Context: an optimization exercise on an open-source flow, tuned for small area and a short achievable clock period. The choices shown serve that exercise and are no tape-out recipe.
In this exercise RTL edits were held to simulation tests only and were not proved equivalent to the original.
No activity file was given, so power comes from the tool's default toggle rates.

==> flow/design.v <==
`timescale 1ns/10ps
module CS(Y, X, reset, clk);
input clk, reset;
input [7:0] X;
output [9:0] Y;
reg [7:0] w [1:9];      
reg [3:0] n;            
reg [11:0] S;           
reg [9:1] sel;          
reg [35:0] g;           
function integer idx;   
    input integer i, j;
    idx = (i - 1) * 9 - (i * (i - 1)) / 2 + (j - i) - 1;
endfunction
wire [3:0] n_nxt = reset ? 4'd0 : (n == 4'd9) ? 4'd9 : n + 4'd1;
wire [9:1] v_nxt;       
genvar gv;
generate
    for (gv = 1; gv <= 9; gv = gv + 1) begin : valid
        assign v_nxt[gv] = n_nxt >= gv;
    end
endgenerate
wire [7:0] x9 = (n == 4'd9) ? w[9] : 8'd0;
wire [11:0] P = S - {4'd0, x9};               
wire [11:0] S_nxt = P + {4'd0, X};
wire [7:0] wn [1:9];    
assign wn[1] = X;
genvar gi, gj;
generate
    for (gi = 2; gi <= 9; gi = gi + 1) begin : shift
        assign wn[gi] = w[gi-1];
    end
endgenerate
wire [9:1] q_nxt;       
wire [35:0] g_nxt;      
wire [9:1] sel_nxt;
generate
    assign q_nxt[1] = v_nxt[1] & ({1'b0, X, 3'd0} <= {1'b0, P});
    for (gi = 2; gi <= 9; gi = gi + 1) begin : qual
        wire [11:0] w9x = {1'b0, wn[gi], 3'd0} + {4'd0, wn[gi]};
        assign q_nxt[gi] = v_nxt[gi] & (w9x <= S_nxt);
    end
    for (gj = 2; gj <= 9; gj = gj + 1) begin : order_new
        assign g_nxt[idx(1, gj)] = (X >= w[gj-1]);
    end
    for (gi = 1; gi <= 7; gi = gi + 1) begin : order_old
        for (gj = gi + 1; gj <= 8; gj = gj + 1) begin : pair
            assign g_nxt[idx(gi + 1, gj + 1)] = g[idx(gi, gj)];
        end
    end
    for (gi = 1; gi <= 9; gi = gi + 1) begin : pick
        wire [9:1] ok;
        for (gj = 1; gj <= 9; gj = gj + 1) begin : other
            if (gj < gi) begin : older
                assign ok[gj] = ~q_nxt[gj] | ~g_nxt[idx(gj, gi)];
            end else if (gj > gi) begin : newer
                assign ok[gj] = ~q_nxt[gj] | g_nxt[idx(gi, gj)];
            end else begin : self
                assign ok[gj] = q_nxt[gj];
            end
        end
        assign sel_nxt[gi] = &ok;
    end
endgenerate
integer k2;
always @(posedge clk) begin
    if (reset) S <= 12'd0;
    else S <= S_nxt;
    n <= n_nxt;
    sel <= sel_nxt;
    g <= g_nxt;
    for (k2 = 1; k2 <= 9; k2 = k2 + 1) w[k2] <= wn[k2];
end
reg [7:0] A;
integer m;
always @* begin
    A = 8'd0;
    for (m = 1; m <= 9; m = m + 1) A = A | (w[m] & {8{sel[m]}});
end
wire [12:0] YS = {1'b0, S} + {2'b0, A, 3'd0} + {5'd0, A};
assign Y = YS[12:3];
endmodule
==> flow/config.mk <==
export PLATFORM = sky130hd
export DESIGN_NAME = CS
export DESIGN_NICKNAME = CS
export VERILOG_FILES = /design/flow/design.v
export SDC_FILE = /design/flow/constraint.sdc
export NUM_CORES = 4
export LEC_CHECK = 0
export CAP_MARGIN = 20
export CORE_MARGIN = 2
export CORE_UTILIZATION = 40
export SLEW_MARGIN = 20
==> flow/constraint.sdc <==
create_clock -name core_clock -period 16.0 [get_ports {clk}]
set_input_delay 3.2000 -clock core_clock [delete_from_list [all_inputs] [get_ports {clk}]]
set_output_delay 3.2000 -clock core_clock [all_outputs]
set_load 0.01 [all_outputs]
standard.sh (not shown) runs the stock make flow with config.mk's settings and CLKGATE_MAP_FILE= SYNTH_SCRIPT=/design/flow/synth_recipe.tcl, a recipe that flattens the netlist after the stock synthesis.
==> flow/flow/run.sh <==
#!/bin/bash
# Own layout flow: the standard ORFS flow (standard.sh), with
#  - synthesis mapped by an area-oriented ABC script (flow/abc.script) and
#    without extracting full/half-adder cells,
#  - a setup margin so that repair_timing aims below the clock period.
# Each step's full output goes to its own log file in this folder.
set -uo pipefail
SYNTH_VARS="ABC_AREA=1 ADDER_MAP_FILE= ABC_CLOCK_PERIOD_IN_PS=5000"
LAYOUT_VARS=(SETUP_SLACK_MARGIN=8.5 "BUFFER_PORTS_ARGS=-buffer_cell sky130_fd_sc_hd__buf_2" "CTS_ARGS=-sink_clustering_enable -repair_clock_nets -dont_use_dummy_load -sink_clustering_size 30 -sink_clustering_max_diameter 100 -buf_list sky130_fd_sc_hd__clkbuf_8 -root_buf sky130_fd_sc_hd__clkbuf_16")
rm -rf myscripts
cp -r "$FLOW_HOME/scripts" myscripts
cp flow/abc.script myscripts/abc_area.script
bash standard.sh SCRIPTS_DIR="$PWD/myscripts" $SYNTH_VARS synth > synth.log 2>&1 || exit 1
bash standard.sh "${LAYOUT_VARS[@]}" finish > layout.log 2>&1 || exit 1
==> flow/flow/abc.script <==
strash
dc2
dch -f
map -a
topo
stime -c
buffer -c
upsize -c
dnsize -c
==> next run, changes <==
--- a/flow/design.v
+++ b/flow/design.v
@@ -3,27 +3,20 @@
 input clk, reset;
 input [7:0] X;
 output [9:0] Y;
 reg [7:0] w [1:9];      
-reg [3:0] n;            
+reg [9:1] v;            
 reg [11:0] S;           
 reg [9:1] sel;          
 reg [35:0] g;           
 function integer idx;   
     input integer i, j;
     idx = (i - 1) * 9 - (i * (i - 1)) / 2 + (j - i) - 1;
 endfunction
-wire [3:0] n_nxt = reset ? 4'd0 : (n == 4'd9) ? 4'd9 : n + 4'd1;
-wire [9:1] v_nxt;       
-genvar gv;
-generate
-    for (gv = 1; gv <= 9; gv = gv + 1) begin : valid
-        assign v_nxt[gv] = n_nxt >= gv;
-    end
-endgenerate
-wire [7:0] x9 = (n == 4'd9) ? w[9] : 8'd0;
+wire [7:0] x9 = v[9] ? w[9] : 8'd0;
 wire [11:0] P = S - {4'd0, x9};               
 wire [11:0] S_nxt = P + {4'd0, X};
+wire [9:1] v_nxt = reset ? 9'd0 : {v[8:1], 1'b1};
 wire [7:0] wn [1:9];    
 assign wn[1] = X;
 genvar gi, gj;
 generate
@@ -65,9 +58,9 @@
 integer k2;
 always @(posedge clk) begin
     if (reset) S <= 12'd0;
     else S <= S_nxt;
-    n <= n_nxt;
+    v <= v_nxt;
     sel <= sel_nxt;
     g <= g_nxt;
     for (k2 = 1; k2 <= 9; k2 = k2 + 1) w[k2] <= wn[k2];
 end
Result: The changed run passed the timing, DRC and antenna checks. Synthesized cell count stays flat. Total power came out higher by 11%. Via count decreases by 1.6%. Final area came out lower by 0.63%. Clock skew shrinks by 0.0050 ns. Setup slack gains 0.21 ns. Sequential share of layout area goes up by 1.2 points. Flip-flop and latch count rises by 5. Cell count came out lower by 0.47%. Sequential power increases by about 4%.

[afterwards: timing with drivers on the ports]
In the flow no input, the clock included, has a driving cell. The finished layouts below were timed again as built, in two steps. Step 1 assumes that a clkbuf_16 drives the clock port and a buf_2 every other input. Step 2, shift: input delay + t, output delay - t, t = (earliest + latest rising clock arrival at the registers) / 2. This alone moves slack from input paths to output paths. Slacks: no drivers / after step 1 / after step 2; pairs: no drivers / after step 1.
run | shift t [ns] | setup slack, ns | worst data-port slew with drivers (ns)
the first run | 0.411 | 8.752 / 8.704 / 8.521 | 0.03
the second run | 0.418 | 8.957 / 8.914 / 8.704 | 0.03
After both steps every run listed still meets setup and hold. The setup slack of the second run, which loses most, moves by -0.043 ns with the drivers and by -0.253 ns with both steps.
